Background: an optimization exercise with open tools, aiming at small area, a short achievable clock period and few clock cycles. Do not read the settings as production practice. Only simulation tests tie the RTL to the original design; equivalence was not proved. Power figures rest on the tool's default switching activity, not on a simulated workload.

==> flow/design.v <==
`timescale 1ns / 1ps
module apb_master (
    input         pclk,
    input         presetn,
    input         start,
    input         write,
    input  [31:0] addr,
    output        wr0,        
    output        wr1,        
    output reg    done,
    output reg    error
);
    wire in_map = (addr[31:13] == 19'd0) && (addr[11:4] == 8'd0);
    assign wr0 = start && write && in_map && !addr[12];
    assign wr1 = start && write && in_map &&  addr[12];
    always @(posedge pclk or negedge presetn) begin
        if (!presetn) begin
            done  <= 1'b0;
            error <= 1'b0;
        end else begin
            done  <= start;
            error <= !in_map;
        end
    end
endmodule
`timescale 1ns / 1ps
module apb_slave (
    input         pclk,
    input         presetn,
    input         we,         
    input         rsel,       
    input  [1:0]  idx,
    input  [3:0]  strb,
    input  [31:0] wdata,
    output [31:0] rdata       
);
    reg [31:0] regfile [0:3];
    reg [3:0]  valid;
    always @(posedge pclk or negedge presetn) begin
        if (!presetn)
            valid <= 4'b0;
        else if (we)
            valid[idx] <= 1'b1;
    end
    wire [31:0] part [0:3];
    genvar r, b;
    generate
        for (r = 0; r < 4; r = r + 1) begin : g_reg
            wire wr = we && idx == r;
            for (b = 0; b < 4; b = b + 1) begin : g_byte
                wire keep = !(wr && (strb[b] || !valid[r]));
                wire load = wr && strb[b];
                always @(posedge pclk)
                    regfile[r][8*b +: 8] <= (regfile[r][8*b +: 8] & {8{keep}})
                                          | (wdata[8*b +: 8] & {8{load}});
            end
            wire sel = rsel && idx == r && valid[r];
            assign part[r] = {32{sel}} & regfile[r];
        end
    endgenerate
    assign rdata = part[0] | part[1] | part[2] | part[3];
endmodule
`timescale 1ns / 1ps
module apb_top(
    input        pclk,
    input        presetn,
    input        start,
    input        write,
    input [31:0] addr,
    input [31:0] wdata,
    input [3:0]  strb,
    input [2:0]  prot,
    output [31:0] rdata,
    output        done,
    output        error
);
    wire        wr0, wr1;
    wire [31:0] rd0, rd1;
    reg  [31:0] rdata_q;
    apb_master master (
        .pclk    (pclk),
        .presetn (presetn),
        .start   (start),
        .write   (write),
        .addr    (addr),
        .wr0     (wr0),
        .wr1     (wr1),
        .done    (done),
        .error   (error)
    );
    apb_slave slave0 (
        .pclk    (pclk),
        .presetn (presetn),
        .we      (wr0),
        .rsel    (!addr[12]),
        .idx     (addr[3:2]),
        .strb    (strb),
        .wdata   (wdata),
        .rdata   (rd0)
    );
    apb_slave slave1 (
        .pclk    (pclk),
        .presetn (presetn),
        .we      (wr1),
        .rsel    (addr[12]),
        .idx     (addr[3:2]),
        .strb    (strb),
        .wdata   (wdata),
        .rdata   (rd1)
    );
    always @(posedge pclk)
        rdata_q <= rd0 | rd1;
    assign rdata = rdata_q;
endmodule
==> flow/flow/run.sh <==
#!/bin/bash
# The standard layout (bash standard.sh), with the port buffers that
# buffer_ports inserts made of a plain buffer cell instead of the delay cell it
# picks by default. ORFS writes each step's full log under orfs/logs/; make's
# own output goes to make_finish.log here.
set -euo pipefail
bash standard.sh "BUFFER_PORTS_ARGS=-buffer_cell sky130_fd_sc_hd__buf_2" finish > make_finish.log 2>&1
==> flow/standard.sh <==
#!/bin/bash
# synth_recipe.tcl (not shown) runs the flow's synth.tcl, then flattens the netlist and writes it again
# the make line also repeats each setting of config.mk as NAME=value (left out here)
make -C /OpenROAD-flow-scripts/flow DESIGN_CONFIG=/design/flow/config.mk WORK_HOME=/design/flow/orfs CLKGATE_MAP_FILE= SYNTH_SCRIPT=/design/flow/synth_recipe.tcl "${@:-finish}"
==> flow/config.mk <==
export PLATFORM = sky130hd
export DESIGN_NAME = apb_top
export DESIGN_NICKNAME = apb_top
export VERILOG_FILES = /design/flow/design.v
export SDC_FILE = /design/flow/constraint.sdc
export NUM_CORES = 4
export LEC_CHECK = 0
export ABC_CLOCK_PERIOD_IN_PS = 1200
export CAP_MARGIN = 20
export CORE_MARGIN = 2
export CORE_UTILIZATION = 60
export CTS_BUF_LIST = sky130_fd_sc_hd__clkbuf_16
export CTS_CLUSTER_DIAMETER = 100
export CTS_CLUSTER_SIZE = 30
export SETUP_SLACK_MARGIN = 2.0
export SLEW_MARGIN = 20
==> flow/constraint.sdc <==
create_clock -name core_clock -period 4.0 [get_ports {pclk}]
set_input_delay 0.8000 -clock core_clock [delete_from_list [all_inputs] [get_ports {pclk}]]
set_output_delay 0.8000 -clock core_clock [all_outputs]
set_load 0.01 [all_outputs]
==> results of run 1 <==
cells in the mapped netlist:
master,instances
sky130_fd_sc_hd__nor4_4,2
sky130_fd_sc_hd__o2bb2ai_1,256
sky130_fd_sc_hd__nor2b_1,2
sky130_fd_sc_hd__buf_1,2
sky130_fd_sc_hd__buf_6,1
sky130_fd_sc_hd__buf_8,2
sky130_fd_sc_hd__buf_2,24
sky130_fd_sc_hd__dfxtp_1,288
sky130_fd_sc_hd__nand2_1,40
sky130_fd_sc_hd__dfrtp_1,10
sky130_fd_sc_hd__inv_1,4
sky130_fd_sc_hd__nor3_1,1
sky130_fd_sc_hd__buf_4,4
sky130_fd_sc_hd__and3b_1,1
sky130_fd_sc_hd__nor2_1,1
sky130_fd_sc_hd__a22oi_1,128
sky130_fd_sc_hd__nand4_1,33
sky130_fd_sc_hd__clkbuf_1,36
sky130_fd_sc_hd__nor4_1,4
sky130_fd_sc_hd__inv_2,4
sky130_fd_sc_hd__o2111ai_4,29
sky130_fd_sc_hd__o2111ai_2,3
sky130_fd_sc_hd__nand3_1,2
sky130_fd_sc_hd__and4_1,2
sky130_fd_sc_hd__and2_1,1
sky130_fd_sc_hd__and4_4,1
sky130_fd_sc_hd__and3_1,5
sky130_fd_sc_hd__buf_12,5
sky130_fd_sc_hd__nor4_2,1
sky130_fd_sc_hd__nand3_2,6
sky130_fd_sc_hd__nor3b_2,3
through the flow:
step,instances,power (mW),hold WS [ps],worst slack (ps)
after detailed placement,1194,3.227,446.9,823.7
after CTS,1237,4.674,170.5,1982
final,1259,4.681,170.9,1880
after global routing,1259,4.807,173.0,1866
after floorplan,901,3.136,431.8,1876
after global placement,1194,3.220,444.2,903.1
per-layer routing:
metal,vias up,wire [µm],global-route usage [%]
met5,-,0,0
met4,0,900,13.24
met3,69,3005,4.718
met2,510,16850,54.54
met1,4555,14560,46.49
li1,3919,-,-
what timing repair did:
| item | CTS | global route |
|---|---|---|
| pin swaps | 10 | 20 |
| setup buffers | 21 | 20 |
| endpoints found under the hold margin | 0 | 0 |
| resized for setup | 51 | 82 |
| endpoints found under the setup margin | 286 | 182 |
| cloned | 4 | 2 |
power groups by stage:
stage / clock network [mW] / logic (mW) / registers (mW)
after floorplan: 0 / 0.101 / 3.04
after global placement: 0 / 0.185 / 3.04
after detailed placement: 0 / 0.192 / 3.04
after CTS: 1.50 / 0.209 / 2.97
after global routing: 1.60 / 0.234 / 2.97
final: 1.49 / 0.225 / 2.97
critical path, stage by stage:
cell                        delay [ps]
sky130_fd_sc_hd__buf_6             100
sky130_fd_sc_hd__nor4_4            290
sky130_fd_sc_hd__and4_4            310
sky130_fd_sc_hd__buf_6             120
sky130_fd_sc_hd__buf_12            110
sky130_fd_sc_hd__buf_12            100
sky130_fd_sc_hd__buf_16            140
sky130_fd_sc_hd__o2111ai_4         290
sky130_fd_sc_hd__o2bb2ai_2         230
state kept, by name, summed over array words and instances (netlist names):
name,cells
master.error,1
slave0.valid,4
master.done,1
rdata_q,32
slave1.regfile,128
slave0.regfile,128
slave1.valid,4
path summary, 6_finish.rpt:
check,end,depth (start not counted)
worst max register to register,rdata_q[11]$_DFF_P_,5
max in group asynchronous,slave0.valid[3]$_DFFE_PN0N_,1
worst max-delay path,slave1.regfile[2][6]$_DFF_P_,9
min in group core_clock,master.done$_DFF_PN0_,1
worst min register to register,slave1.regfile[1][14]$_DFF_P_,1
worst min-delay path,master.error$_DFF_PN0_,1
cell families (layout without fill, tap and decap cells):
family                 Yosys count  after routing
AOI/OAI and AO/OA              416            416
DFF                            298            298
and+or+nand+nor                105            106
buffers and inverters           82            210
layout make-up:
type | count | area (µm²) | share of cell area (%)
Clock inverter | 5 | 18.77 | 0.1398
Timing Repair Buffer | 184 | 1456 | 10.85
Inverter | 8 | 30.03 | 0.2237
Tap cell | 229 | 286.5 | 2.134
Sequential cell | 298 | 6016 | 44.81
Clock buffer | 13 | 325.3 | 2.423
Multi-Input combinational cell | 522 | 5291 | 39.42
==> summary.txt, run 1 <==
- The maximum ir drop on the vdd rail is roughly 0.00036 V.
- The transition time of the tightest slew-check pin is around 660 ps.
- For this run, the total global-route usage over all layers was measured as 33.84%.
- The switching power is approximately 1.1 mW.
- The cell leakage power is ~4.4 nW.
- The vias after detailed routing is about 9,100.
- The class of the most critical hold timing path is input pin to async pin.
- The root buffer selected by CTS is sky130_fd_sc_hd__clkbuf_16.
- Across the run, the number of max-cap violations was 0.
- In the synthesized netlist, mux cells make up 0% of the area.
- After floorplanning, the core was divided into 49 placement rows.
- The first TritonRoute pass finished after 5 iterations.
- STA classifies the critical path startpoint as an input pin.
- For the worst setup path, the data arrival time is roughly 2500 ps.
- Counting flops and latches in the post-synthesis netlist gives 298.
- Leaving out fill and tap cells, the most frequent cell in the layout is sky130_fd_sc_hd__dfxtp_1.
- After synthesis, the cell types taking the most area are sky130_fd_sc_hd__dfxtp_1 (52%), sky130_fd_sc_hd__o2bb2ai_1 (20%), sky130_fd_sc_hd__a22oi_1 (8.6%).
- The count of hold-fix buffers inserted at cts is 0.
- The post-route core utilization is between 70 and 80%.
- The count of nets left with antenna violations once routing finished came out at 0.
- The number of antenna violations at the first check in global routing is 0.
- The area enclosed by the die boundary is a little under 0.02 mm².
- The mapped netlist covers about 0.011 mm².
- The worst pin sits at a relative slew slack of a little under three fifths.
- The number of instances in the synthesized netlist is ~900.
- The ratio of final minimum period to clock period is around 53%.
- The worst reg2reg path startpoint is slave1.valid[0]$_DFFE_PN0N_.
- After Yosys synthesis, full adders, half adders and majority gates account for 0% of the synthesized area.
- The count of input and output buffers is between 100 and 150.
- The number of global-route vias before repair was roughly 9,000.
- 0 antenna diodes ended up in the layout.
- The Yosys step of the flow raised 4 warnings.
- Summing the areas of all compound-gate instances in the mapped netlist gives 36.03% of the synthesized area.
- STA classifies the critical path endpoint as a register.
- In the layout the commonest cells are sky130_fd_sc_hd__dfxtp_1 (288), sky130_fd_sc_hd__o2bb2ai_1 (189), sky130_fd_sc_hd__a22oi_1 (128).
- The power density of the placed cells is roughly 350 mW/mm².
- The congestion estimate from routability-driven global placement came to roughly 0.84.
- The clock-pin transition on the worst setup and hold timing paths is roughly 120 ps.
- The total count of hold-check failures in the final report was 0.
- A synthesized cell averages approximately 12 µm².
- Counting the fill cells in the layout gives 1,179.
- Net switching is between 20% and 30% of the power.
- Pin placement for this block handled approximately 110 I/O pins.
- The worst path needs between 2000 and 2500 ps of the cycle, external delays included.
- The number of clock sinks is between 200 and 300.
- At the worst endpoint, the required time is between 4000 and 5000 ps.
- The clock latency reported for the late side of the worst-skew pair is 490 ps.
- CTS built an H-tree with a depth of 1.
- The share of total power dissipated in combinational logic is roughly 4.8%.
- The leftover overflow at the end of global routing is 0.
- The beginning of the critical path is addr[11].
- The worst setup path category is input pin to register.
- For this run, design rule violations remaining after detail routing come to 0.
- Of all cell types, the one taking the most synthesized area is sky130_fd_sc_hd__dfxtp_1.
- Per report_power, the sequential group accounts for between 60 and 70% of the total.
- Summed over all layers, the routed wires come to between 30 and 40 mm.
- The fraction of post-synthesis cell area in the top cell type by area is 51.80%.
- Detailed placement finished with a half-perimeter wire length of just under 20 mm.
- After synthesis, flip-flops and latches occupy roughly 54% of the total area.
- The parity-gate share of the synthesized area counting xor and xnor cells is 0%.
- Per report_power, the clock group accounts for between 30% and 40% of the total.
- With fillers left out, the area of the finished cells amounts to around 0.013 mm².
- Setup repair after global routing could not meet its margin everywhere.
- The achievable clock frequency is ~470 MHz.
- In the final layout, the share of cells above drive strength 1 is between 30% and 40%.
- The flow ran to the end and the layout has no timing, DRC or antenna violations.
- The internal portion of the total power is approximately 3.6 mW.
- The clock tree from TritonCTS is yes.
- The final clock skew is roughly 14 ps.
- In this run the horizontal extent of the chip is roughly 140 µm.
- The initial utilization of the core area, before any placement, comes to around three fifths.
- The final routed wire length divided by cell count is ~28 µm.
- The standard cell area after detailed placement is 0.01181 mm².
- Entering global routing, the biggest net connects 32 pins.
- Relative to the synthesized area, the layout overhead comes to 20.60%.
- In this run, distinct cell masters in the synthesized netlist total 31.
- The simple-gate portion of the synthesized area is under 10%.
- After floorplanning, the core was sized to cover 0.01809 mm².
- In this run the deepest clock path goes through 3 buffers.
- When the netlist entered floorplanning its net count stood at slightly below 1,000.
- The number of slew-limit violations in the final report is 0.
- The ratio of routed vias to standard cells is ~7.2.
- The die height is 140.2 µm.
- The number of DRC markers in iteration 0 is ~860.
- The final layout contains about 1,100 nets.
- The reg-to-reg setup timing slack is between 2000 and 3000 ps.
- Along the worst path, the maximum fanout reaches 8.
- Clock tree synthesis inserted a total of 13 buffers.
- The number of setup violations in the final report is 0.
- The global-route wire length before repair is between 50 and 60 mm.
- The setup TNS is 0 ps.
- The main combinational cell family by area after synthesis is compound AO/OA/AOI/OAI gates.
Testbench counts, summed over its fixed seeds: cycles 3,200.
==> run 2, diff against run 1 <==
--- a/flow/config.mk
+++ b/flow/config.mk
@@ -10,6 +10,6 @@
 export CORE_MARGIN = 2
-export CORE_UTILIZATION = 60
-export CTS_BUF_LIST = sky130_fd_sc_hd__clkbuf_16
-export CTS_CLUSTER_DIAMETER = 100
-export CTS_CLUSTER_SIZE = 30
+export CORE_UTILIZATION = 70
+export CTS_BUF_LIST = sky130_fd_sc_hd__clkbuf_8
+export CTS_CLUSTER_DIAMETER = 50
+export CTS_CLUSTER_SIZE = 16
 export SETUP_SLACK_MARGIN = 2.0
==> run 2 against run 1 <==
- sequential share of layout area increased by 1.8 points
- power is 7.8% higher
- area after synthesis stayed put
- still clean
- cell count up 0.87%
- hold slack worse by 92 ps
- non-clock buffer count is 3 lower
- die area down 14%
- first-iteration DRC count up 28%
- count of clock-buffer cells in the layout increased by 16
- register-to-register slack worse by 230 ps
- combinational power shrank 5%
- clock skew is 7.1 ps higher
==> summary.txt, run 2 <==
- The run finished with no timing, DRC or antenna violations.
- The reg-to-reg setup timing slack is 2280 ps.
- Ranked by total cell area, the synthesized netlist is headed by sky130_fd_sc_hd__dfxtp_1 (52%), sky130_fd_sc_hd__o2bb2ai_1 (20%), sky130_fd_sc_hd__a22oi_1 (8.6%).
- The internal power contribution is approximately 3.8 mW.
- The antenna diode count is 0.
- In this run, the combinational gates consume about 4.2% of the power.
- Of all flip-flops after synthesis, the portion carrying an async set or reset was 3.356%.
- The endpoint of the most critical register-to-register path is rdata_q[31]$_DFF_P_.
- The number of buffers created by CTS is 26.
- Routability-driven placement finished with a final weighted congestion of 0.8654.
- The count of H-tree levels built during CTS is 1.
- The number of global-route vias before repair is around 9,000.
- During synthesis, Yosys emitted a total of 4 warnings.
- In this run the tool buffered the top-level ports with approximately 100 buffer cells.
- The HPWL after detailed placement is 19.43 mm.
- The endpoint arrival time on the critical path is 2510 ps.
- The element type at the critical path end is a register.
- The transition time of the tightest slew-check pin is between 700 and 800 ps.
- In this run, the number of DRC markers left after iteration 0 of detailed routing was ~1,100.
- Counting every instance in the synthesized netlist gives ~900.
- The sequential-to-total area share from yosys stat is a little over half.
- The nature of the critical path startpoint is an input pin.
- The standard cell area after detailed placement is 0.01179 mm².
- After the last flow step, the layout net total stands at roughly 1,100.
- Walking the worst path, the cells encountered are buf_2, nor2b_1, buf_4, and3_2, buf_12, a22oi_1, nand4_1.
- The final layout contains routed wiring with a total length of approximately 34 mm.
- Across every metal layer, demand over resource in global routing totals between 30% and 40%.
- After floorplanning, the core was divided into 46 placement rows.
- The number of slew-limit violations in the final report was 0.
- Cells with a size suffix above 1 make up a little over a quarter of the layout.
- Across the run, the number of max-cap violations was 0.
- The die height is 130.1 µm.
- The post-route minimum period is roughly 2000 ps.
- sky130_fd_sc_hd__dfxtp_1 takes more of the synthesized area than any other cell.
- By startpoint and endpoint, the worst setup path is classified as input pin to register.
- The number of placed I/O pins is 109.
- The min-delay analysis places its worst path in the category input pin to async pin.
- Setup violations remaining at the end of the flow were counted as 0.
- The critical-path maximum fanout is 23.
- The slowest library cell on the worst path is sky130_fd_sc_hd__and3_2.
- The worst reg2reg path startpoint is slave1.valid[3]$_DFFE_PN0N_.
- The number of distinct library cells after synthesis is 31.
- Using the TritonRoute via totals, the vias-per-cell ratio works out to 7.267.
- In this run the remaining antenna-violating nets after routing total 0.
- Dividing total power by cell area gives a power density of 390.8 mW/mm².
- The number of synthesized register bits is between 200 and 300.
- The critical path data required time is around 4500 ps.
- After global routing the overflow that remains totals 0.
- The number of enable flip-flop cells after synthesis is 0.
- The root buffer selected by CTS is sky130_fd_sc_hd__clkbuf_8.
- The number of antenna violations at the first check in global routing is 0.
- Ranked by instance count, the synthesized netlist is headed by sky130_fd_sc_hd__dfxtp_1 (288), sky130_fd_sc_hd__o2bb2ai_1 (256), sky130_fd_sc_hd__a22oi_1 (128).
- The total standard cell area after synthesis is around 0.011 mm².
- Summing all non-filler instances in the final layout gives an area of roughly 0.013 mm².
- The area of the core is 0.01571 mm².
- At the placement stage, the worst setup path has a slack of 820.1 ps.
- The clock-pin transition on the worst setup and hold timing paths is between 100 and 150 ps.
- The total count of hold-check failures in the final report came to 0.
- The synthesized area divided by synthesized cell count is between 10 and 15 µm².
- The post-route core utilization is 82.21%.
- After detailed routing, the average wire length per cell comes to about 27 µm.
- For this run, the detailed router's first-pass iteration total came to 6.
- The clock latency reported for the late side of the worst-skew pair is 590 ps.
- The area of combinational cells with multiple inputs is roughly 0.0049 mm².
- The global-route wire length before repair is 50.85 mm.
- The number of clock sinks is ~300.
- The switching power is around 1.2 mW.
- In this run the static leakage power is 4.381 nW.
- The die is between 100 and 150 µm wide.
- Setup repair after global routing could not meet its margin everywhere.
- The maximum ir drop on the vdd rail is between 0.0002 and 0.0003 V.
- The die covers roughly 0.017 mm².
- Buffers inserted to repair hold after CTS numbered 0.
- The area overhead of the layout relative to synthesis is 16.05%.
- The maximum number of pins on one net before global-route repair is 29.
- The worst register-to-register path has a depth of 4.
- The achievable clock frequency is roughly 500 MHz.
- The largest registers in the layout are slave0.regfile: 128 flops, slave1.regfile: 128 flops, rdata_q: 32 flops.
- The worst path meets setup with roughly 2000 ps of slack.
- Of the total power, the share spent switching nets is a little under a quarter.
- The DRC violation count after routing is 0.
- The ratio of final minimum period to clock period is between 40 and 50%.
- Broken down by cell family, the worst path's largest delay share belongs to simple AND/OR/NAND/NOR gates.
- The clock tree from TritonCTS is yes.
- The number of cells in the finished layout apart from fillers is between 1,000 and 1,500.
- The design draws 5.049 mW.
- The leading cell type in the layout, fill and taps excluded is sky130_fd_sc_hd__dfxtp_1.
- In this run the deepest clock path goes through 3 buffers.
- Registers are responsible for roughly three fifths of the overall power.
- Between clock sinks in the finished design, the worst skew comes to between 20 and 25 ps.
- The worst hold margin is 78.60 ps.
- The largest single stage delay on the critical path is 450 ps.
- The register cell area after layout is 0.006016 mm².
- The number of placed instances, taps included, is 1,180.
- The most used standard cell by instance count after synthesis is sky130_fd_sc_hd__dfxtp_1.
- In this run the tightest slew margin relative to its limit is approximately half.
- The number of nets in the synthesized netlist is between 900 and 1,000.
- Among all flip-flop cells after synthesis, the most frequent one is sky130_fd_sc_hd__dfxtp_1.
- Setup total negative slack on the finished layout was measured at 0 ps.
- The combined buffer and inverter count along the critical path is 3.
- In the layout the commonest cells are sky130_fd_sc_hd__dfxtp_1 (288), sky130_fd_sc_hd__o2bb2ai_1 (254), sky130_fd_sc_hd__a22oi_1 (128).
- Summed over its instances, the top area cell type makes up about half of the synthesized netlist area.
- Fill cells in the final layout number 890.
- The vias after detailed routing is roughly 9,200.
- The starting density of the core is 70.84%.
- The clock share of power is ~37%.
-- run 2: changes by cell type in the layout (fill, tap and decap cells not counted), moves of 3 or more --
| cell | before | now |
|---|---|---|
| sky130_fd_sc_hd__o2bb2ai_1 | 189 | 254 |
| sky130_fd_sc_hd__o2bb2ai_2 | 66 | 2 |
| sky130_fd_sc_hd__clkbuf_8 | 0 | 29 |
| sky130_fd_sc_hd__clkbuf_16 | 15 | 0 |
| sky130_fd_sc_hd__buf_4 | 55 | 66 |
| sky130_fd_sc_hd__buf_6 | 18 | 7 |
| sky130_fd_sc_hd__buf_2 | 94 | 103 |
| sky130_fd_sc_hd__buf_12 | 9 | 4 |
| sky130_fd_sc_hd__buf_16 | 4 | 0 |
| sky130_fd_sc_hd__clkinv_2 | 0 | 3 |
| sky130_fd_sc_hd__clkinvlp_4 | 0 | 3 |
-- run 2: per-layer routing --
metal	vias to the layer above	wire, µm	global-route usage, %
li1	3936	-	-
met1	4487	13390	52.90
met2	680	16090	61.44
met3	126	3638	7.626
met4	0	1355	18.41
met5	-	0	0
-- run 2: cell families (layout without fill, tap and decap cells) --
family | after synthesis | in the layout | synth area share (%)
AOI/OAI and AO/OA | 416 | 416 | 36.03
buffers and inverters | 82 | 233 | 4.170
DFF | 298 | 298 | 54.05
and+or+nand+nor | 105 | 107 | 5.755
-- run 2: worst register-to-register path: cells and delay by family (launching register included) --
family          cells  cell delay [ps]
simple gates        2              800
flops               1              390
buf+inv             1              340
compound gates      1              130
-- run 2: cell type report --
| type | count | share of cell area [%] |
|---|---|---|
| multi-input cells | 523 | 37.69 |
| well taps | 216 | 2.092 |
| clock inverters | 15 | 1.153 |
| repair buffers | 181 | 9.173 |
| inverters | 8 | 0.2325 |
| clock buffers | 29 | 3.090 |
| flip-flops and latches | 298 | 46.57 |
-- run 2: worst max-delay path by stage --
stage              from                       endpoint  slack [ps]  cells after the start
4_1_cts        addr[23]  slave0.regfile[2][22]$_DFF_P_        2010                      7
6_report        addr[3]            rdata_q[31]$_DFF_P_        2000                      7
5_1_grt         addr[3]             rdata_q[1]$_DFF_P_        1980                      7
3_5_place_dp   addr[22]  slave0.regfile[3][11]$_DFF_P_         820                      6
3_3_place_gp   addr[15]   slave0.regfile[3][8]$_DFF_P_         910                      6
2_1_floorplan  addr[25]  slave1.regfile[3][15]$_DFF_P_        1880                      6
-- run 2: power by group through the flow --
stage,Clock (mW),Sequential (mW),Combinational [mW]
floorplan,0,3.04,0.101
global placement,0,3.04,0.183
detailed placement,0,3.04,0.190
CTS,1.85,2.97,0.202
global route,1.97,2.97,0.220
finish,1.87,2.97,0.213
-- run 2: timing repair --
action                                  in CTS  in global routing
setup buffers                               14                 30
endpoints found under the setup margin     276                226
gates resized for setup                     29                 11
cloned                                       2                  0
pin swaps                                    6                  9
==> run 3, diff against run 2 <==
--- a/flow/config.mk
+++ b/flow/config.mk
@@ -10,3 +10,3 @@
 export CORE_MARGIN = 2
-export CORE_UTILIZATION = 70
+export CORE_UTILIZATION = 60
 export CTS_BUF_LIST = sky130_fd_sc_hd__clkbuf_8
==> run 3 against run 2 <==
- critical path type unchanged
- clock power up 11%
- setup slack improved by 25 ps
- non-clock buffer count down 25
- register-to-register slack gained 190 ps
==> summary.txt, run 3 <==
- The global-route usage over all layers is around a third.
- The routed layout has about 9,000 vias.
- Once layout is complete, the utilization of the core stands at between 70 and 80%.
- Setup repair after global routing left no endpoint under its margin.
- Across the VDD grid, the largest voltage drop is 0.0003187 V.
- Data on the critical path is required at its endpoint by ~4500 ps.
- The signal on the critical path passes through buf_2, nor4_4, and4_4, buf_4, buf_4, o2111ai_4, o2bb2ai_1.
- The number of enable flip-flop cells after synthesis is 0.
- In this run the critical register-to-register path is captured at rdata_q[5]$_DFF_P_.
- Across the run, the number of max-cap violations was 0.
- In the routed design, unresolved DRC markers number 0.
- The largest single stage delay on the critical path is between 300 and 400 ps.
- The number of cells on the worst reg-to-reg path is 5.
- The number of slew-limit violations in the final report is 0.
- The count of nets left with antenna violations once routing finished came out at 0.
- Measured along the x axis, the die boundary spans roughly 140 µm.
- At the end of routability-driven placement, the weighted congestion stood at about 0.84.
- Across all setup checks in the final design, the least slack found is about 2000 ps.
- The flow ran to the end and the layout has no timing, DRC or antenna violations.
- The combined buffer and inverter count along the critical path is 3.
- The fraction of post-synthesis cell area in the top cell type by area is around half.
- For the pin with the worst max-slew slack, the measured transition is 630.7 ps.
- The global-route wire length before repair is 51.90 mm.
- between 100 and 150 I/O pins were placed.
- The fraction of layout instances using a drive strength above 1 is roughly a quarter.
- The worst hold margin is between 60 and 70 ps.
- The total standard cell area after synthesis is 0.01113 mm².
- The endpoint arrival time on the critical path is about 2400 ps.
- At the end of the flow, the number of nets in the layout was approximately 1,100.
- The most critical setup path has its startpoint at addr[20].
- The repair_antennas step left the layout with diodes totalling 0.
- The synthesized area divided by synthesized cell count is about 12 µm².
- The total count of hold-check failures in the final report is 0.
- The setup TNS is 0 ps.
- The worst register-to-register path begins at slave0.valid[2]$_DFFE_PN0N_.
- Leaving out fill and tap cells, the most frequent cells in the layout are sky130_fd_sc_hd__dfxtp_1 (288), sky130_fd_sc_hd__o2bb2ai_1 (256), sky130_fd_sc_hd__a22oi_1 (128).
- For the worst-skew pair, the clock arrives at the later sink with an insertion delay of roughly 600 ps.
- The die is roughly 140 µm tall.
- The ratio of routed vias to standard cells is 7.106.
- The cell class contributing the biggest share of worst-path delay is simple AND/OR/NAND/NOR gates.
- The routed length on met2 is 15.45 mm.
- The largest registers in the layout are slave0.regfile: 128 flops, slave1.regfile: 128 flops, rdata_q: 32 flops.
- The worst pin sits at a relative slew slack of around 58%.
- The number of synthesized register bits is approximately 300.
- Clock-pin slew was measured on the worst setup and hold paths at around 100 ps.
- The sequential-to-total area share from yosys stat is a little over half.
- Across all register-to-register paths, the minimum setup slack is between 2000 and 2500 ps.
- The worst hold path belongs to the class input pin to async pin.
- The met1 routed wirelength after detailed routing is about 14 mm.
- The maximum number of pins on one net before global-route repair is 28.
- For this configuration, the core starts out at a cell density of roughly three fifths.
- The critical-path maximum fanout is 8.
- The highest metal layer carrying signal wires in the routed design is met4.
- The cell repeated most along the worst path is sky130_fd_sc_hd__buf_4.
- TritonCTS built the clock tree.
- The final clock skew is between 40 and 50 ps.
- In this run the cell area measured after placement is roughly 0.012 mm².
- Row generation in the floorplan step produced around 50 rows.
- The core region is ~0.018 mm².
- For this design the ratio of total power to cell area is about 400 mW/mm².
- Setup violations remaining at the end of the flow were counted as 0.
- The cell sitting at the root of the clock tree is a sky130_fd_sc_hd__clkbuf_8.
- The share of synthesized registers carrying an async set or reset is 3.356%.
- The detailed placer's ending HPWL is 19.58 mm.
- The finished cells cover about 0.013 mm².
- The analysis attributes to cell leakage a power of between 4 and 5 nW.
- The total overflow left after global routing is 0.
- The number of nets handed over by synthesis was approximately 980.
- The number of antenna violations at the first check in global routing came to 0.
- The count of cells in the finished layout, fillers not included, comes to about 1,300.
- The leading cell type in the layout, fill and taps excluded is sky130_fd_sc_hd__dfxtp_1.
- The setup path with the least slack is of type input pin to register.
- The count of input and output buffers is about 100.
- The achievable clock frequency is a little over 500 MHz.
- The cell count after synthesis came out at between 900 and 1,000.
- sky130_fd_sc_hd__dfxtp_1 takes more of the synthesized area than any other cell.
- The worst setup path is launched from an input pin.
- The warning count from the yosys run is 4.
- The number of global-route vias before repair is slightly above 9,000.
- The smallest clock period supported by the final layout is computed as 1971 ps.
- For this design, the sink count on the clock tree is roughly 300.
- Clock tree synthesis inserted a total of 28 buffers.
- The count of H-tree levels built during CTS is 1.
- The worst-case clock buffer depth is 3.
- The element type at the critical path end is a register.
- Wire segments on met3 add up to approximately 3.1 mm in the final route.
- After detailed routing, the average wire length per cell comes to between 20 and 30 µm.
- The routed design has 33.84 mm of wire.
- The placed cell count is between 1,000 and 1,500.
- The number of DRC markers in iteration 0 is between 900 and 1,000.
- The synthesized netlist contains 31 unique library cells.
- Compared with the post-synthesis result, the final layout area differs by 14.73%.
- Sorting the synthesized cells by how often they occur yields sky130_fd_sc_hd__dfxtp_1 (288), sky130_fd_sc_hd__o2bb2ai_1 (256), sky130_fd_sc_hd__a22oi_1 (128).
- The die covers roughly 0.02 mm².
- Before CTS, the worst setup slack after placement is about 800 ps.
- By area the synthesized netlist is led by sky130_fd_sc_hd__dfxtp_1 (52%), sky130_fd_sc_hd__o2bb2ai_1 (20%), sky130_fd_sc_hd__a22oi_1 (8.6%).
- The commonest register cell after synthesis is sky130_fd_sc_hd__dfxtp_1.
- The first-pass detailed-route iteration total is 6.
- In the finished design, the share of the clock period the worst path needs comes to between 40 and 50%.
- The most used standard cell by instance count after synthesis is sky130_fd_sc_hd__dfxtp_1.
- The total chip power is about 5.3 mW.
- On the critical path, the stage with the largest delay is an instance of sky130_fd_sc_hd__and4_4.
[run 3: layout make-up]
class	count	area (µm²)
Tap cell	229	286.5
Clock buffer	29	399.1
Sequential cell	298	6016
Multi-Input combinational cell	522	4835
Clock inverter	19	244.0
Inverter	8	30.03
Timing Repair Buffer	156	959.7
Fill cell	1265	5316
[run 3: cells by family (layout without fill, tap and decap cells)]
| kind of cell | after synthesis | count (layout) | share of synthesized area (%) |
|---|---|---|---|
| DFF | 298 | 298 | 54.05 |
| AOI/OAI and AO/OA | 416 | 416 | 36.03 |
| buffers and inverters | 82 | 212 | 4.170 |
| and+or+nand+nor | 105 | 106 | 5.755 |
[run 3: worst max-delay path by stage]
| stage | end | slack [ps] | depth (start not counted) |
|---|---|---|---|
| finish | slave1.regfile[0][30]$_DFF_P_ | 2030 | 7 |
| global route | slave1.regfile[2][30]$_DFF_P_ | 2010 | 7 |
| CTS | slave0.regfile[3][19]$_DFF_P_ | 1980 | 6 |
| detailed placement | slave0.regfile[3][15]$_DFF_P_ | 820 | 6 |
| global placement | slave0.regfile[3][15]$_DFF_P_ | 900 | 6 |
| floorplan | slave1.regfile[3][15]$_DFF_P_ | 1880 | 6 |
[run 3: report_power, final]
group	internal, mW	switching (mW)
sequential	2.97	0.0000786
combinational	0.0533	0.156
clock	0.970	1.11
[run 3: worst register-to-register path, cell delays in order (launching register included)]
cell and delay [ps]:
sky130_fd_sc_hd__dfrtp_1 390, sky130_fd_sc_hd__inv_2 230, sky130_fd_sc_hd__nor3b_4 80, sky130_fd_sc_hd__buf_4 260, sky130_fd_sc_hd__a22oi_1 240, sky130_fd_sc_hd__nand4_1 170
[run 3: what timing repair did]
| item | 4_1_cts | 5_1_grt |
|---|---|---|
| resized for setup | 25 | 5 |
| endpoints found under the setup margin | 254 | 94 |
| hold buffers | 0 | 0 |
| pin swaps | 6 | 4 |
| gates cloned | 1 | 0 |
| buffers inserted | 14 | 4 |
[run 3: layer usage]
layer | GRT usage, % | up-vias
li1 | - | 3893
met4 | 14.30 | 0
met3 | 5.641 | 118
met5 | 0 | -
met1 | 46.15 | 4415
met2 | 53.28 | 535
==> run 4, diff against run 3 <==
--- a/flow/config.mk
+++ b/flow/config.mk
@@ -7,3 +7,3 @@
 export LEC_CHECK = 0
-export ABC_CLOCK_PERIOD_IN_PS = 1200
+export ABC_AREA = 1
 export CAP_MARGIN = 20
==> run 4 against run 3 <==
- still clean
- count of clock-buffer cells in the layout is 10 higher
- core utilization rose by 0.30 points
- register-to-register slack worse by 220 ps
- critical path type unchanged
- largest cell class is now multi-input combinational cells
- sequential share of layout area decreased by 8.1 points
- fmax fell by 0.19%
- cell count is 61% higher
- flip-flop and latch count unchanged
- combinational power increased by 42%
- hold slack better by 53 ps
==> summary.txt, run 4 <==
- The flow ran to the end and the layout has no timing, DRC or antenna violations.
- The ratio of final minimum period to clock period is between 40 and 50%.
- The internal portion of the total power is 4.423 mW.
- After synthesis, the cell types taking the most area are sky130_fd_sc_hd__dfxtp_1 (43%), sky130_fd_sc_hd__nand3_1 (15%), sky130_fd_sc_hd__nand4_1 (14%).
- The commonest register cell after synthesis is sky130_fd_sc_hd__dfxtp_1.
- The total standard cell area after synthesis is ~0.013 mm².
- The proportion of synthesized area in mux cells is 0%.
- The number of antenna violations at the first check in global routing is 6.
- In the final layout, the registers with the most flip-flops are slave0.regfile: 128 flops, slave1.regfile: 128 flops, rdata_q: 32 flops.
- Pin placement for this block handled ~110 I/O pins.
- The first-pass detailed-route iteration total is 6.
- The main combinational cell family by area after synthesis is simple AND/OR/NAND/NOR gates.
- TritonCTS built the clock tree.
- The root buffer selected by CTS is sky130_fd_sc_hd__clkbuf_8.
- The leftover overflow at the end of global routing is 0.
- The worst hold margin is between 100 and 150 ps.
- The transition time of the tightest slew-check pin is between 900 and 1000 ps.
- The number of clock sinks is 298.
- Across all layers, the routed design uses roughly 13,000 vias.
- Static timing analysis puts the maximum clock frequency at approximately 510 MHz.
- Using the TritonRoute via totals, the vias-per-cell ratio works out to 6.603.
- The synthesized design contains 298 register bits.
- The class of the most critical hold timing path is input pin to async pin.
- The share of synthesized registers carrying an async set or reset is between 3 and 4%.
- The post-route minimum period is 1975 ps.
- Along the worst path, the maximum fanout reaches 17.
- Setup violations remaining at the end of the flow were counted as 0.
- The final-layout fill cell count is roughly 1,800.
- The fraction of post-synthesis cell area in the top cell type by area is around 43%.
- Clock tree synthesis inserted a total of 34 buffers.
- The fraction of layout instances using a drive strength above 1 is between 10% and 20%.
- The endpoint arrival time on the critical path is about 2400 ps.
- The sequential cells in the finished layout cover a total of approximately 0.006 mm².
- The die is approximately 150 µm tall.
- Leaving out filler cells and counting taps, the final layout contains 2,028.
- STA classifies the critical path endpoint as a register.
- Synthesis produced a netlist whose cell count is 1,698.
- Across the VDD grid, the largest voltage drop is 0.0003101 V.
- The count of input and output buffers is 103.
- After detailed placement, the design holds a cell count of between 1,500 and 2,000.
- The horizontal extent of the die is approximately 150 µm.
- The area enclosed by the die boundary is between 0.02 and 0.025 mm².
- The nature of the critical path startpoint is an input pin.
- The library cell occupying the most area in the post-synthesis netlist is sky130_fd_sc_hd__dfxtp_1.
- For this run, the number of Yosys warnings is 4.
- Summing the areas of all xor and xnor instances in the mapped netlist gives 0% of the synthesized area.
- The area overhead of the layout relative to synthesis is 16.34%.
- The number of slew-limit violations in the final report is 0.
- The total count of hold-check failures in the final report is 0.
- The first global-routing pass estimated a little under 70 mm of wire.
- The number of nets with antenna violations after detailed routing is 0.
- After detailed routing, the average wire length per cell comes to approximately 22 µm.
- The starting density of the core is 60.94%.
- Clock latency on the worst-skew pair, taken at its later pin, is roughly 560 ps.
- The net total in the final layout is 1,795.
- The worst-case clock buffer depth is 3.
- In this run the static leakage power is around 7.0 nW.
- The routability congestion estimate from global placement is approximately 0.83.
- The detailed placer's ending HPWL is approximately 25 mm.
- The final clock skew is 23.21 ps.
- The switching fraction of total power is approximately 25%.
- In the layout the commonest cells are sky130_fd_sc_hd__nand3_1 (385), sky130_fd_sc_hd__nand2_1 (366), sky130_fd_sc_hd__dfxtp_1 (288).
- The switching power is 1.468 mW.
- After detailed routing, the total wire length is roughly 46 mm.
- The sequential-to-total area share from yosys stat is 45.37%.
- The area of the core is roughly 0.022 mm².
- Synthesis instantiated 28 different standard cells from the library.
- Measured against its own limit, the worst slew margin works out to 38.76%.
- The H-tree was split into 2 levels.
- The area of combinational cells with multiple inputs is roughly 0.0067 mm².
- A synthesized cell averages between 7 and 8 µm².
- The worst setup path category is input pin to register.
- In this run, synthesis inferred 0 flip-flops with an integrated enable.
- The library cell used most frequently in the layout, excluding fill and tap cells, is sky130_fd_sc_hd__nand3_1.
- For this run, the total global-route usage over all layers was measured as 36.89%.
- Entering global routing, the biggest net connects roughly 160 pins.
- The final non-filler cell area is approximately 0.015 mm².
- The synthesized netlist devotes 2.869% of its cell area to compound gates.
- The critical path data required time is ~4500 ps.
- Sorting the synthesized cells by how often they occur yields sky130_fd_sc_hd__nand3_1 (392), sky130_fd_sc_hd__nand2_1 (368), sky130_fd_sc_hd__dfxtp_1 (288).
- The number of global-route vias before repair is between 10,000 and 15,000.
- The post-synthesis share of cell area spent on full adders, half adders and majority gates is 0%.
- The clock share of power is between 40 and 50%.
- Summing all placed instances gives a cell area of between 0.01 and 0.015 mm².
- The simple-gate portion of the synthesized area is between 40% and 50%.
- Clock-pin slew was measured on the worst setup and hold paths at around 90 ps.
- The net count after synthesis is around 1,800.
- The setup TNS is 0 ps.
- In this run the power density over the cells is ~380 mW/mm².
- Setup repair after global routing left no endpoint under its margin.
- In this run the core area contains 54 standard-cell rows.
- The max-capacitance violation count is 0.
- The sequential group share of total power is about half.
- Combinational logic burns under 10% of the power.
- After the first detailed-routing iteration, the DRC count stood at roughly 1,800.
- Among all cell types in the netlist, the one instantiated most often is sky130_fd_sc_hd__nand3_1.
- The DRC violation count after routing is 0.
==> run 4: cell families (layout without fill, tap and decap cells) <==
| kind of cell | Yosys count | count (layout) |
|---|---|---|
| compound gates | 64 | 64 |
| buf+inv | 219 | 260 |
| flops | 298 | 298 |
| other cells | 0 | 4 |
| simple gates | 1117 | 1122 |
==> run 4: critical path, stage by stage <==
cell and delay, ps:
sky130_fd_sc_hd__buf_2 130, sky130_fd_sc_hd__nand2_1 150, sky130_fd_sc_hd__nor2_4 120, sky130_fd_sc_hd__nand2_1 60
sky130_fd_sc_hd__inv_1 600, sky130_fd_sc_hd__buf_4 300, sky130_fd_sc_hd__a21oi_1 90, sky130_fd_sc_hd__nand4_1 160
==> run 4: layout make-up <==
cell class / instances / area share, %
Antenna cell: 4 / 0.06489
Clock buffer: 39 / 3.480
Clock inverter: 21 / 2.166
Inverter: 24 / 0.7381
Multi-Input combinational cell: 1186 / 43.43
Sequential cell: 298 / 39.00
Tap cell: 280 / 2.271
Timing Repair Buffer: 176 / 8.857
==> run 4: power by group through the flow <==
stage / sequential, mW / clock [mW] / combinational [mW]
global route: 2.97 / 2.76 / 0.310
finish: 2.97 / 2.63 / 0.297
global placement: 3.04 / 0 / 0.255
CTS: 2.97 / 2.64 / 0.271
floorplan: 3.04 / 0 / 0.163
detailed placement: 3.04 / 0 / 0.257
==> run 4: timing repair <==
item,4_1_cts,5_1_grt
hold buffers,0,0
pin swaps,5,2
endpoints found under the setup margin,281,271
setup buffers,13,20
cloned,4,4
resized for setup,29,59
==> run 4: per-stage QoR <==
step / util, % / power (mW) / worst slack, ps
2_1_floorplan: - / 3.198 / 2008
3_3_place_gp: 62.32 / 3.291 / 935.8
3_5_place_dp: 62.32 / 3.292 / 952.9
4_1_cts: 68.04 / 5.875 / 1942
5_1_grt: 70.87 / 6.033 / 1983
6_report: 70.91 / 5.891 / 2025
==> run 4: path summary, 6_finish.rpt <==
path                            depth (start not counted)                            to  slack [ps]                          from
worst max-delay path                                    8            rdata_q[3]$_DFF_P_        2020                       addr[2]
worst min-delay path                                    1   slave0.valid[1]$_DFFE_PN0N_         110                       presetn
worst max register to register                          5            rdata_q[3]$_DFF_P_        2250   slave0.valid[3]$_DFFE_PN0N_
worst min register to register                          2  slave0.regfile[1][8]$_DFF_P_         460  slave0.regfile[1][8]$_DFF_P_
max in group asynchronous                               1   slave1.valid[3]$_DFFE_PN0N_        3640                       presetn
min in group core_clock                                 1         master.done$_DFF_PN0_         360                         start
==> run 4: per-layer routing <==
layer  up-vias  GRT usage, %  share of wire (%)
met5         -             0              0.018
met4         2         12.17                3.1
met3       122         10.21                 12
met2       773         54.75                 44
met1      6326         52.14                 41
li1       6167             -                  -
==> run 5, diff against run 4 <==
--- a/flow/config.mk
+++ b/flow/config.mk
@@ -7,3 +7,3 @@
 export LEC_CHECK = 0
-export ABC_AREA = 1
+export ABC_CLOCK_PERIOD_IN_PS = 1200
 export CAP_MARGIN = 20
@@ -16 +16,3 @@
 export SLEW_MARGIN = 20
+export SYNTH_HIERARCHICAL = 1
+export SYNTH_MINIMUM_KEEP_SIZE = 0
==> run 5 against run 4 <==
- power fell by 11%
- critical endpoint is now slave1.regfile[2][13]$_DFF_P_
- sequential share of layout area increased by 9.1 points
- non-clock buffer count fell by 57
- cell count fell by 36%
- cell area decreased by 19%
- largest power group unchanged
- combinational power is about 60% lower
- count of clock-buffer cells in the layout decreased by 6
- core utilization is 0.82 points lower
- global-route usage down 7.6 points
- still clean on timing, DRC and antenna
==> summary.txt, run 5 <==
- The warning count from the yosys run is 10.
- The transition time of the tightest slew-check pin is ~490 ps.
- After synthesis, the most frequently instantiated cells are sky130_fd_sc_hd__dfxtp_1 (288), sky130_fd_sc_hd__a22o_1 (256), sky130_fd_sc_hd__a22oi_1 (128).
- The die height is 138.3 µm.
- By area the synthesized netlist is led by sky130_fd_sc_hd__dfxtp_1 (53%), sky130_fd_sc_hd__a22o_1 (21%), sky130_fd_sc_hd__a22oi_1 (8.9%).
- The count of hold-fix buffers inserted at cts is 0.
- Combinational logic burns 2.3% of the power.
- The worst path uses 53.23% of the clock period.
- The final routed wire length divided by cell count is about 22 µm.
- The worst-case IR drop observed on VDD is between 0.0003 and 0.0004 V.
- After detailed routing, the total wire length is just under 30 mm.
- In the final layout, the registers with the most flip-flops are slave0.regfile: 128 flops, slave1.regfile: 128 flops, rdata_q: 32 flops.
- The wire-length estimate of the detail-placed layout is about 19 mm.
- The cell leakage power is between 5 and 6 nW.
- STA classifies the critical path endpoint as a register.
- The worst setup slack after placement is ~940 ps.
- The global-route usage over all layers is 29.28%.
- The cell area that synthesis handed to floorplanning was 0.01083 mm².
- The first-pass detailed-route iteration total is 5.
- The power density of the placed cells is 417.9 mW/mm².
- When the netlist entered floorplanning its net count stood at roughly 1,000.
- At the worst endpoint, the required time is roughly 4500 ps.
- The nature of the critical path startpoint is an input pin.
- The post-route minimum period is approximately 2100 ps.
- Along the worst path, the maximum fanout reaches 8.
- The internal power contribution is roughly 4 mW.
- Buffers placed on the I/O ports in this run total ~100.
- The cell that appears most often on the critical path is sky130_fd_sc_hd__nor4_4.
- The achievable clock frequency is between 400 and 500 MHz.
- The run finished with no timing, DRC or antenna violations.
- In the routed layout, each cell is associated on average with a via count of about 6.7.
- The number of setup violations in the final report is 0.
- The floorplan step defined a die boundary enclosing 0.01913 mm².
- The top cell types in the final layout, fill and taps aside, are sky130_fd_sc_hd__dfxtp_1 (288), sky130_fd_sc_hd__a22o_1 (256), sky130_fd_sc_hd__a22oi_1 (128).
- The clock network is responsible for approximately two fifths of the overall power.
- The routability congestion estimate from global placement is around 0.84.
- The number of buffers created by CTS is 31.
- The switching power is 1.264 mW.
- From synthesis to final layout, the design area changed by 15.50%.
- For this design the top-level I/O count stands at approximately 110.
- The synthesized design contains 0 enable-type register cells.
- The maximum number of pins on one net before global-route repair is 33.
- In the synthesized netlist the dominant register cell turns out to be sky130_fd_sc_hd__dfxtp_1.
- The number of synthesized register bits is 298.
- The number of slew-limit violations in the final report is 0.
- In the routed design, unresolved DRC markers number 0.
- The worst setup path category is input pin to register.
- The most common cell in the synthesized netlist is sky130_fd_sc_hd__dfxtp_1.
- The total count of hold-check failures in the final report came to 0.
- The clock passes through at most 3 buffers.
- The tree built by TritonCTS fans out to ~300 sinks.
- The class of the most critical hold timing path is input pin to async pin.
- The site row count is slightly below 50.
- The number of nets with antenna violations after detailed routing is 0.
- The fraction of layout instances using a drive strength above 1 is 25.68%.
- Of the total power, the share spent switching nets is about a quarter.
- Setup repair after global routing could not meet its margin everywhere.
- The worst pin sits at a relative slew slack of between 60% and 70%.
- Once the floorplan was initialized, standard cells occupied 60.68% of the core.
- The clock latency reported for the late side of the worst-skew pair is about 600 ps.
- The synthesized design devotes to its leading area cell type 53.26% of total area.
- The tree is rooted in a sky130_fd_sc_hd__clkbuf_8.
- The number of global-route vias before repair is between 8,000 and 9,000.
- The die is between 100 and 150 µm wide.
- The number of antenna violations at the first check in global routing is 1.
- The delay contributed by the slowest stage of the critical path is 350 ps.
- The global-route wire length before repair is between 40 and 50 mm.
- After synthesis, the share of flip-flops with an asynchronous set or reset is under 10%.
- The count of H-tree levels built during CTS is 1.
- The sequential-to-total area share from yosys stat is 55.57%.
- The sequential group share of total power is 56.8%.
- The endpoint arrival time on the critical path is roughly 2600 ps.
- The vias after detailed routing is about 8,600.
- Traced cell by cell, the critical path runs through buf_2, nor4_4, nand4_1, buf_6, nor4_4, buf_4, and3b_2, o21ai_2, a22o_1.
- TritonCTS built the clock tree.
- The post-layout worst setup margin is ~1900 ps.
- The number of DRC markers in iteration 0 is 851.
- The final clock skew is 19.47 ps.
- The leading cell type in the layout, fill and taps excluded is sky130_fd_sc_hd__dfxtp_1.
- Setup total negative slack on the finished layout was measured at 0 ps.
- The total area inside the core boundary comes to between 0.015 and 0.02 mm².
- Clock-pin slew was measured on the worst setup and hold paths at approximately 100 ps.
- Of all cell types, the one taking the most synthesized area is sky130_fd_sc_hd__dfxtp_1.
- The number of distinct library cells after synthesis is 26.
- For this run, the post-layout net count is between 1,000 and 1,500.
- In this run the mean area of a mapped cell was 11.29 µm².
- Global routing finished with a remaining overflow of 0.
- Synthesis handed over a netlist of ~960 instances.
- Across the run, the number of max-cap violations was 0.
- The slowest stage of the critical path belongs to the cell sky130_fd_sc_hd__and3b_2.
## run 5: through the flow
stage | hold slack [ps] | util, % | cells | total power [mW] | cell area [µm²]
after floorplan | 442.6 | - | 959 | 3.042 | 11200
after global placement | 455.8 | 64.56 | 1230 | 3.138 | 11520
after detailed placement | 454.4 | 64.56 | 1230 | 3.143 | 11520
after CTS | 33.77 | 69.11 | 1294 | 5.246 | 12330
after global routing | 52.09 | 70.08 | 1297 | 5.374 | 12500
final | 47.53 | 70.08 | 1297 | 5.225 | 12500
## run 5: repair_timing
| item | 4_1_cts | 5_1_grt |
|---|---|---|
| endpoints found under the setup margin | 286 | 258 |
| setup buffers | 6 | 1 |
| gates cloned | 0 | 1 |
| pin swaps | 4 | 7 |
| gates resized for setup | 25 | 30 |
## run 5: worst paths after layout
| path | start | endpoint | slack, ps | cells past startpoint |
|---|---|---|---|---|
| setup reg to reg | slave0.valid[2]$_DFFE_PN0P_ | rdata_q[11]$_DFF_P_ | 2250 | 5 |
| min in group core_clock | start | master.done$_DFF_PN0_ | 340 | 1 |
| max in group asynchronous | presetn | slave1.valid[2]$_DFFE_PN0P_ | 3730 | 1 |
| setup / recovery | addr[24] | slave1.regfile[2][13]$_DFF_P_ | 1870 | 9 |
| hold / removal | presetn | slave0.valid[1]$_DFFE_PN0P_ | 50 | 1 |
| hold reg to reg | slave0.regfile[1][19]$_DFF_P_ | slave0.regfile[1][19]$_DFF_P_ | 480 | 1 |
## run 5: layer usage
metal  up-vias  track usage [%]  share of wire (%)
met2       444            46.69                 46
met1      4266            42.02                 44
met4         0            8.485                2.3
li1       3867                -                  -
met5         -                0                  0
met3        57            3.949                7.8
## run 5: logic make-up after synthesis
| family | share of synthesized area (%) |
|---|---|
| flops | 55.57 |
| simple gates | 8.980 |
| compound gates | 31.07 |
| buf+inv | 4.380 |
## run 5: worst max-delay path, delay by kind of cell
family	cells	cell delay, ps
AND/OR/NAND/NOR	4	910
buffers and inverters	3	460
AO/OA/AOI/OAI	2	440
## run 5: per-module statistics from Yosys, one instance, submodules excluded
module      cell area [µm²]  cells inside  flops+latches
apb_master            141.4            16              2
apb_top               844.6            65             32
apb_slave              4920           439            132
## run 5: area by class of cell
cell class              count  area, µm²
flip-flops and latches    298       6016
multi-input cells         583       4763
clock buffers              33      454.2
diodes                      1      2.502
clock inverters            25      259.0
fillers                  1302       5338
well taps                 229      286.5
inverters                   9      33.78
repair buffers            119      688.2
## run 5: power groups by stage
stage               sequential (mW)  clock (mW)  combinational, mW
CTS                            2.97        2.17              0.109
detailed placement             3.04           0              0.108
global route                   2.97        2.28              0.126
finish                         2.97        2.14              0.119
floorplan                      3.04           0            0.00635
global placement               3.04           0              0.103
==> run 6, diff against run 5 <==
--- a/flow/config.mk
+++ b/flow/config.mk
@@ -14,5 +14,3 @@
 export CTS_CLUSTER_SIZE = 16
-export SETUP_SLACK_MARGIN = 2.0
+export SETUP_SLACK_MARGIN = 1.9
 export SLEW_MARGIN = 20
-export SYNTH_HIERARCHICAL = 1
-export SYNTH_MINIMUM_KEEP_SIZE = 0
==> run 6 against run 5 <==
- highest routed layer unchanged
- critical endpoint is now slave0.regfile[1][24]$_DFF_P_
- still clean
- core utilization decreased by 0.54 points
- flip-flop and latch count unchanged
- global-route usage increased by 3.8 points
- cell count decreased by 3.7%
==> summary.txt, run 6 <==
- The most used standard cell by instance count after synthesis is sky130_fd_sc_hd__dfxtp_1.
- The clock-pin transition on the worst setup and hold timing paths is roughly 100 ps.
- The maximum ir drop on the vdd rail is between 0.0003 and 0.0004 V.
- Across the routed clock network, the largest skew measured is approximately 32 ps.
- The global-route usage over all layers is between 30% and 40%.
- In this run the number of H-tree levels came out at 1.
- The slowest library cell on the worst path is sky130_fd_sc_hd__nor3_2.
- The number of antenna violations at the first check in global routing is 0.
- The detailed placer's ending HPWL is between 15 and 20 mm.
- The number of slew-limit violations in the final report came to 0.
- The startpoint identified for the worst register-to-register timing path is slave0.valid[2]$_DFFE_PN0N_.
- The critical path goes through buf_2, nor3_2, and4_4, buf_4, nand3_4, buf_6, o2bb2ai_1.
- After the first detailed-routing iteration, the DRC count stood at 816.
- The endpoint arrival time on the critical path is 2560 ps.
- Once routing completed, OpenROAD measured the worst setup slack at a little under 2000 ps.
- The number of placed instances, taps included, is roughly 1,200.
- The portion of total power attributed to combinational logic is 4.0%.
- After synthesis, the cell types taking the most area are sky130_fd_sc_hd__dfxtp_1 (52%), sky130_fd_sc_hd__o2bb2ai_1 (20%), sky130_fd_sc_hd__a22oi_1 (8.6%).
- The tree built by TritonCTS fans out to between 200 and 300 sinks.
- The sequential-to-total area share from yosys stat is between 50 and 60%.
- Fill cells in the final layout number between 1,000 and 1,500.
- The leftover overflow at the end of global routing is 0.
- Dividing the synthesized area by the synthesized cell count gives around 12 µm².
- The highest layer touched by signal routing is met4.
- The tool flagged a number of max-cap violations equal to 0.
- The commonest register cell after synthesis is sky130_fd_sc_hd__dfxtp_1.
- In this run, flip-flops and latches consume around 58% of the power.
- The initial utilization of the core area, before any placement, comes to approximately three fifths.
- The count of buffers added on input and output ports is slightly above 100.
- The worst setup slack after placement is just under 1000 ps.
- The site row count is 49.
- The cell leakage power is 4.185 nW.
- Yosys mapped the design onto 31 distinct sky130hd cell types.
- The area of the core is 0.01809 mm².
- Measured along the x axis, the die boundary spans 140.2 µm.
- The worst setup path category is input pin to register.
- Internal power comes to a little under 4 mW.
- The number of nets with antenna violations after detailed routing is 0.
- For the pin with the worst max-slew slack, the measured transition is roughly 640 ps.
- Static timing analysis puts the maximum clock frequency at roughly 480 MHz.
- Leaving out fill and tap cells, the most frequent cell in the layout is sky130_fd_sc_hd__dfxtp_1.
- The routed design could run at a clock period as short as between 2000 and 2500 ps.
- The total chip power is 5.123 mW.
- For this block, wires on met1 add up to ~14 mm.
- Entering global routing, the biggest net connects 27 pins.
- The reg-to-reg setup timing slack is between 2000 and 2500 ps.
- The final layout contains between 1,000 and 1,500 nets.
- Dividing the detail-routed wire length by the instance count gives 26.95 µm.
- The die is between 100 and 150 µm tall.
- For this design the total switching power over the nets is 1.218 mW.
- The clock network accounts for a little under two fifths of the total power.
- The library cells used most frequently in the layout, excluding fill and tap cells, are sky130_fd_sc_hd__dfxtp_1 (288), sky130_fd_sc_hd__o2bb2ai_1 (256), sky130_fd_sc_hd__a22oi_1 (128).
- The share of synthesized registers carrying an async set or reset is ~3.4%.
- The final layout contains routed wiring with a total length of 33.66 mm.
- The clock passes through at most 3 buffers.
- Dividing the detail-routed via count by the number of cells gives slightly above 7.
- The total count of hold-check failures in the final report is 0.
- The antenna diode count is 0.
- The nature of the critical path startpoint is an input pin.
- Power spread over the standard cell area amounts to 407.3 mW/mm².
- The ratio of final minimum period to clock period is 51.56%.
- The routed length on met2 is roughly 16 mm.
- The element type at the critical path end is a register.
- The flow ran to the end and the layout has no timing, DRC or antenna violations.
- The clock reaches the later pin of the worst-skew pair after 580 ps.
- The fraction of layout instances using a drive strength above 1 is around a quarter.
- In the final layout, the registers with the most flip-flops are slave0.regfile: 128 flops, slave1.regfile: 128 flops, rdata_q: 32 flops.
- After synthesis the netlist holds a flip-flop and latch count of between 200 and 300.
- The synthesized design devotes to its leading area cell type around half of total area.
- CTS placed an instance of sky130_fd_sc_hd__clkbuf_8 at the clock tree root.
- Setup repair after global routing could not meet its margin everywhere.
- The net count after synthesis is ~980.
- TritonCTS built the clock tree.
- Of the total power, the share spent switching nets is 23.78%.
- By count the netlist is led by sky130_fd_sc_hd__dfxtp_1 (288), sky130_fd_sc_hd__o2bb2ai_1 (256), sky130_fd_sc_hd__a22oi_1 (128).
- The number of buffers created by CTS is 27.
- The first global-routing pass estimated just over 50 mm of wire.
- The delay contributed by the slowest stage of the critical path is around 390 ps.
- Synthesis produced a netlist whose cell count is between 900 and 1,000.
- The cell depth of the worst flop-to-flop path is 5.
- The number of placed I/O pins is between 100 and 150.
- The tightest min-delay check is of the input pin to async pin type.
- For this run, design rule violations remaining after detail routing come to 0.
- The first detailed-routing pass took 5 iterations.
- The floorplan step defined a die boundary enclosing about 0.020 mm².
- In the final timing run, aggregate negative setup slack is 0 ps.
- The number of cells in the finished layout apart from fillers is about 1,200.
- Summing every instance area after synthesis gives around 0.011 mm².
- The endpoint of the most critical register-to-register path is rdata_q[19]$_DFF_P_.
- The vias after detailed routing is between 8,000 and 9,000.
- The critical path data required time is about 4500 ps.
- The library cell occupying the most area in the post-synthesis netlist is sky130_fd_sc_hd__dfxtp_1.
- Setup violations remaining at the end of the flow were counted as 0.
- Routability-driven placement finished with a final weighted congestion of 0.8281.
- Measured against its own limit, the worst slew margin works out to between 50% and 60%.
- The area overhead of the layout relative to synthesis is 12.99%.
- Along the worst path, the maximum fanout reaches 18.
- The number of enable flip-flop cells after synthesis is 0.
- The routed length on met3 is ~3.0 mm.
- The warning count from the yosys run is 4.
- The number of global-route vias before repair is roughly 8,900.
==> run 6: how the worst max path moves through the flow <==
| stage | from | to | slack, ps | cells after the start |
|---|---|---|---|---|
| global route | addr[7] | slave0.regfile[1][0]$_DFF_P_ | 1880 | 7 |
| global placement | addr[23] | slave0.regfile[3][10]$_DFF_P_ | 1070 | 6 |
| CTS | addr[7] | slave0.regfile[3][30]$_DFF_P_ | 1890 | 6 |
| floorplan | addr[25] | slave1.regfile[3][15]$_DFF_P_ | 1880 | 6 |
| finish | addr[7] | slave0.regfile[1][24]$_DFF_P_ | 1940 | 7 |
| detailed placement | addr[23] | slave0.regfile[3][20]$_DFF_P_ | 980 | 6 |
==> run 6: cell families (layout without fill, tap and decap cells) <==
| group | after synthesis | in the layout | share of synthesized area, % |
|---|---|---|---|
| compound gates | 416 | 416 | 36.03 |
| simple gates | 105 | 106 | 5.755 |
| buf+inv | 82 | 200 | 4.170 |
| flops | 298 | 298 | 54.05 |
==> run 6: routing by layer <==
layer | up-vias | track usage [%]
li1 | 3869 | -
met1 | 4367 | 44.86
met2 | 488 | 54.15
met3 | 89 | 5.538
met4 | 0 | 11.32
met5 | - | 0
==> run 6: layout make-up <==
type / count / area, µm² / share of cell area (%)
Clock inverter: 16 / 163.9 / 1.303
Timing Repair Buffer: 144 / 875.8 / 6.964
Clock buffer: 32 / 440.4 / 3.502
Sequential cell: 298 / 6016 / 47.83
Tap cell: 229 / 286.5 / 2.278
Inverter: 8 / 30.03 / 0.2388
Multi-Input combinational cell: 522 / 4765 / 37.88
==> run 6: timing repair <==
item | in CTS | in global routing
gates resized for setup | 9 | 12
setup buffers | 2 | 2
hold buffers | 0 | 0
setup endpoints to repair | 183 | 251
cloned | 0 | 1
pin swaps | 1 | 3
==> run 6: stage by stage <==
step / hold slack (ps) / util (%) / cell area, µm²
finish: 93.13 / 69.54 / 12580
global route: 90.03 / 69.54 / 12580
floorplan: 431.8 / - / 11160
global placement: 444.5 / 65.44 / 11840
detailed placement: 446.9 / 65.44 / 11840
CTS: 78.73 / 69.17 / 12510
==> run 6: power by group through the flow <==
stage | clock network [mW] | registers (mW) | logic (mW)
2_1_floorplan | 0 | 3.04 | 0.101
3_3_place_gp | 0 | 3.04 | 0.187
3_5_place_dp | 0 | 3.04 | 0.195
4_1_cts | 1.96 | 2.97 | 0.196
5_1_grt | 2.08 | 2.97 | 0.212
6_report | 1.95 | 2.97 | 0.203
==> run 6: critical path, delay by kind of cell <==
kind	cells	cell delay, ps
AOI/OAI and AO/OA	1	190
and+or+nand+nor	3	960
buffers and inverters	3	590
==> run 7, diff against run 6 <==
--- a/flow/config.mk
+++ b/flow/config.mk
@@ -14,3 +14,3 @@
 export CTS_CLUSTER_SIZE = 16
-export SETUP_SLACK_MARGIN = 1.9
+export SETUP_SLACK_MARGIN = 2.3
 export SLEW_MARGIN = 20
==> run 7 against run 6 <==
- first-iteration DRC count rose by 15%
- critical path depth increased by 1
- synthesized cell count unchanged
- setup slack better by 21 ps
- combinational power rose by 36%
- non-clock buffer count increased by 50
- power grew 10%
- area after synthesis unchanged
- hold slack improved by 11 ps
- critical path type unchanged
==> summary.txt, run 7 <==
- The final non-filler cell area is between 0.015 and 0.02 mm².
- The run finished with no timing, DRC or antenna violations.
- The number of instances in the synthesized netlist is 901.
- The worst register-to-register path begins at slave0.valid[0]$_DFFE_PN0N_.
- The tree built by TritonCTS fans out to approximately 300 sinks.
- At the pin with the least slew margin, the transition time is around 660 ps.
- Traced cell by cell, the critical path runs through buf_6, nor4_4, and4_4, buf_12, buf_16, nand3_4, buf_12, o2bb2ai_1.
- The share of synthesized registers carrying an async set or reset is under 10%.
- The endpoint of the most critical register-to-register path is rdata_q[24]$_DFF_P_.
- The number of distinct library cells after synthesis is 31.
- The path class of the tightest hold or removal check is input pin to async pin.
- Counting flops with a built-in enable in the synthesized netlist gives 0.
- Setup repair after global routing could not meet its margin everywhere.
- The total count of hold-check failures in the final report is 0.
- The most used flip-flop cell after synthesis is sky130_fd_sc_hd__dfxtp_1.
- Counting tap cells, the placed design contains a total of approximately 1,200 instances.
- The worst pin sits at a relative slew slack of between 50 and 60%.
- The net count after synthesis is about 980.
- Summed over its instances, the top area cell type makes up 51.80% of the synthesized netlist area.
- The maximum ir drop on the vdd rail is 0.0003815 V.
- In the layout the commonest cells are sky130_fd_sc_hd__dfxtp_1 (279), sky130_fd_sc_hd__o2bb2ai_2 (151), sky130_fd_sc_hd__o2bb2ai_1 (103).
- The final clock skew is between 30 and 40 ps.
- The simple-gate portion of the synthesized area is 5.755%.
- The count of input and output buffers is roughly 100.
- In the final timing run, aggregate negative setup slack is 0 ps.
- The post-synthesis compound-gate area fraction is between 30% and 40%.
- The post-synthesis share of cell area spent on full adders, half adders and majority gates is 0%.
- In the routed layout, each cell is associated on average with a via count of ~7.5.
- The longest clock path from root to sink contains 3 buffers.
- The warning count from the yosys run is 4.
- The standard cell area after detailed placement is 0.01214 mm².
- The critical-path maximum fanout is 13.
- The post-route minimum period is approximately 2000 ps.
- The number of global-route vias before repair is between 9,000 and 10,000.
- In this run the mean area of a mapped cell was between 10 and 15 µm².
- After the flow finishes, the layout carries non-filler instances totaling about 1,300.
- After synthesis, flip-flops and latches occupy a little over half of the total area.
- Timing would allow up to just under 500 MHz.
- Summed over all instances, the cell type with the most area after synthesis is sky130_fd_sc_hd__dfxtp_1.
- The nature of the critical path startpoint is an input pin.
- The ratio of final minimum period to clock period is about 51%.
- After clock tree synthesis, the clock-pin slew on the worst setup and hold paths is 110 ps.
- The initial utilization of the core area, before any placement, comes to about 62%.
- The die height is ~140 µm.
- Before antenna repair, the detailed router went through 5 iterations.
- The first routing iteration left 940 violations.
- The parity-gate share of the synthesized area counting xor and xnor cells is 0%.
- The horizontal extent of the die is approximately 140 µm.
- Detailed placement ended at an HPWL of 19.55 mm.
- The area enclosed by the die boundary is roughly 0.020 mm².
- By area, the combinational part of the netlist is dominated by compound AO/OA/AOI/OAI gates.
- The global-route usage over all layers is about two fifths.
- On the worst path, the slowest cell contributes a delay of slightly below 400 ps.
- The critical path data required time is ~4500 ps.
- Max-cap violations in this run came to 0.
- The total wire length after detailed routing is between 40 and 50 mm.
- The element type at the critical path end is a register.
- The reg-to-reg setup timing slack is 2410 ps.
- The cell that appears most often on the critical path is sky130_fd_sc_hd__buf_12.
- Global routing finished with a remaining overflow of 0.
- Multiplexer cells account for 0% of the synthesized area.
- The cell class contributing the biggest share of worst-path delay is simple AND/OR/NAND/NOR gates.
- For this block, the via count after detailed routing is between 9,000 and 10,000.
- The net count of the finished layout is between 1,000 and 1,500.
- The slowest library cell on the worst path is sky130_fd_sc_hd__nor4_4.
- The total standard cell area after synthesis is between 0.01 and 0.015 mm².
- The number of antenna violations at the first check in global routing is 0.
- The number of antenna diodes in the final layout is 0.
- The power density of the placed cells is 365.9 mW/mm².
- The combined buffer and inverter count along the critical path is 4.
- The number of setup violations in the final report is 0.
run 7: cell counts after synthesis:
Identical to the previous run, type by type.
run 7: final cells by class:
| cell class | instances | area [µm²] |
|---|---|---|
| Clock buffer | 39 | 536.8 |
| Clock inverter | 22 | 250.2 |
| Fill cell | 856 | 2681 |
| Inverter | 8 | 30.03 |
| Multi-Input combinational cell | 524 | 6287 |
| Sequential cell | 298 | 6027 |
| Tap cell | 229 | 286.5 |
| Timing Repair Buffer | 194 | 1987 |
run 7: layer usage:
metal | GRT usage (%) | vias up | routed length, µm
met5 | 0 | - | 0
met4 | 22.81 | 0 | 2874
met3 | 6.256 | 241 | 4180
met2 | 62.95 | 736 | 19380
met1 | 49.12 | 4834 | 15640
li1 | - | 4018 | -
run 7: where the power goes:
group / total [mW] / internal, mW / switching [mW]
Combinational: 0.276 / 0.0793 / 0.197
Sequential: 2.97 / 2.97 / 0.000299
Clock: 2.39 / 1.15 / 1.24
Total: 5.64 / 4.20 / 1.44
run 7: timing repair:
item                                    CTS  global route
gates resized for setup                 115           172
hold buffers                              0             0
setup buffers                            41             7
cloned                                   13             8
pin swaps                                51            64
endpoints found under the setup margin  330           310
run 7: worst max path at each step:
stage | depth (start not counted) | slack [ps] | end
2_1_floorplan | 6 | 1880 | slave1.regfile[3][15]$_DFF_P_
3_3_place_gp | 7 | 980 | slave1.regfile[3][6]$_DFF_P_
3_5_place_dp | 7 | 870 | slave1.regfile[3][11]$_DFF_P_
4_1_cts | 1 | 2090 | error
5_1_grt | 7 | 1960 | slave0.regfile[1][31]$_DFF_P_
6_report | 8 | 1960 | slave0.regfile[3][24]$_DFF_P_
run 7: worst reg2reg max path, stage by stage (launching register included):
cell and delay [ps]:
sky130_fd_sc_hd__dfrtp_1 390, sky130_fd_sc_hd__inv_2 270, sky130_fd_sc_hd__nor4_4 60, sky130_fd_sc_hd__buf_4 160, sky130_fd_sc_hd__buf_12 140, sky130_fd_sc_hd__a22oi_1 200, sky130_fd_sc_hd__nand4_1 190
run 7: stage by stage:
step | hold WS, ps | util (%) | setup WS, ps
floorplan | 432.7 | - | 1876
global placement | 444.7 | 67.13 | 982.2
detailed placement | 446.6 | 67.13 | 866.9
CTS | 88.92 | 78.35 | 2092
global route | 118.6 | 85.17 | 1959
finish | 104.3 | 85.17 | 1959
run 7: cell families after synthesis:
logic type,Yosys count
AO/OA/AOI/OAI,416
buffers and inverters,82
flip-flops,298
AND/OR/NAND/NOR,105

Re-timed with assumed drivers on the ports (clkbuf_16 on the clock, buf_2 on other inputs), run 7 has 1.960 ns of setup slack against 1.959 ns with ideal ports, and 1.374 ns once port delays also move by the mid clock arrival of 0.587 ns.
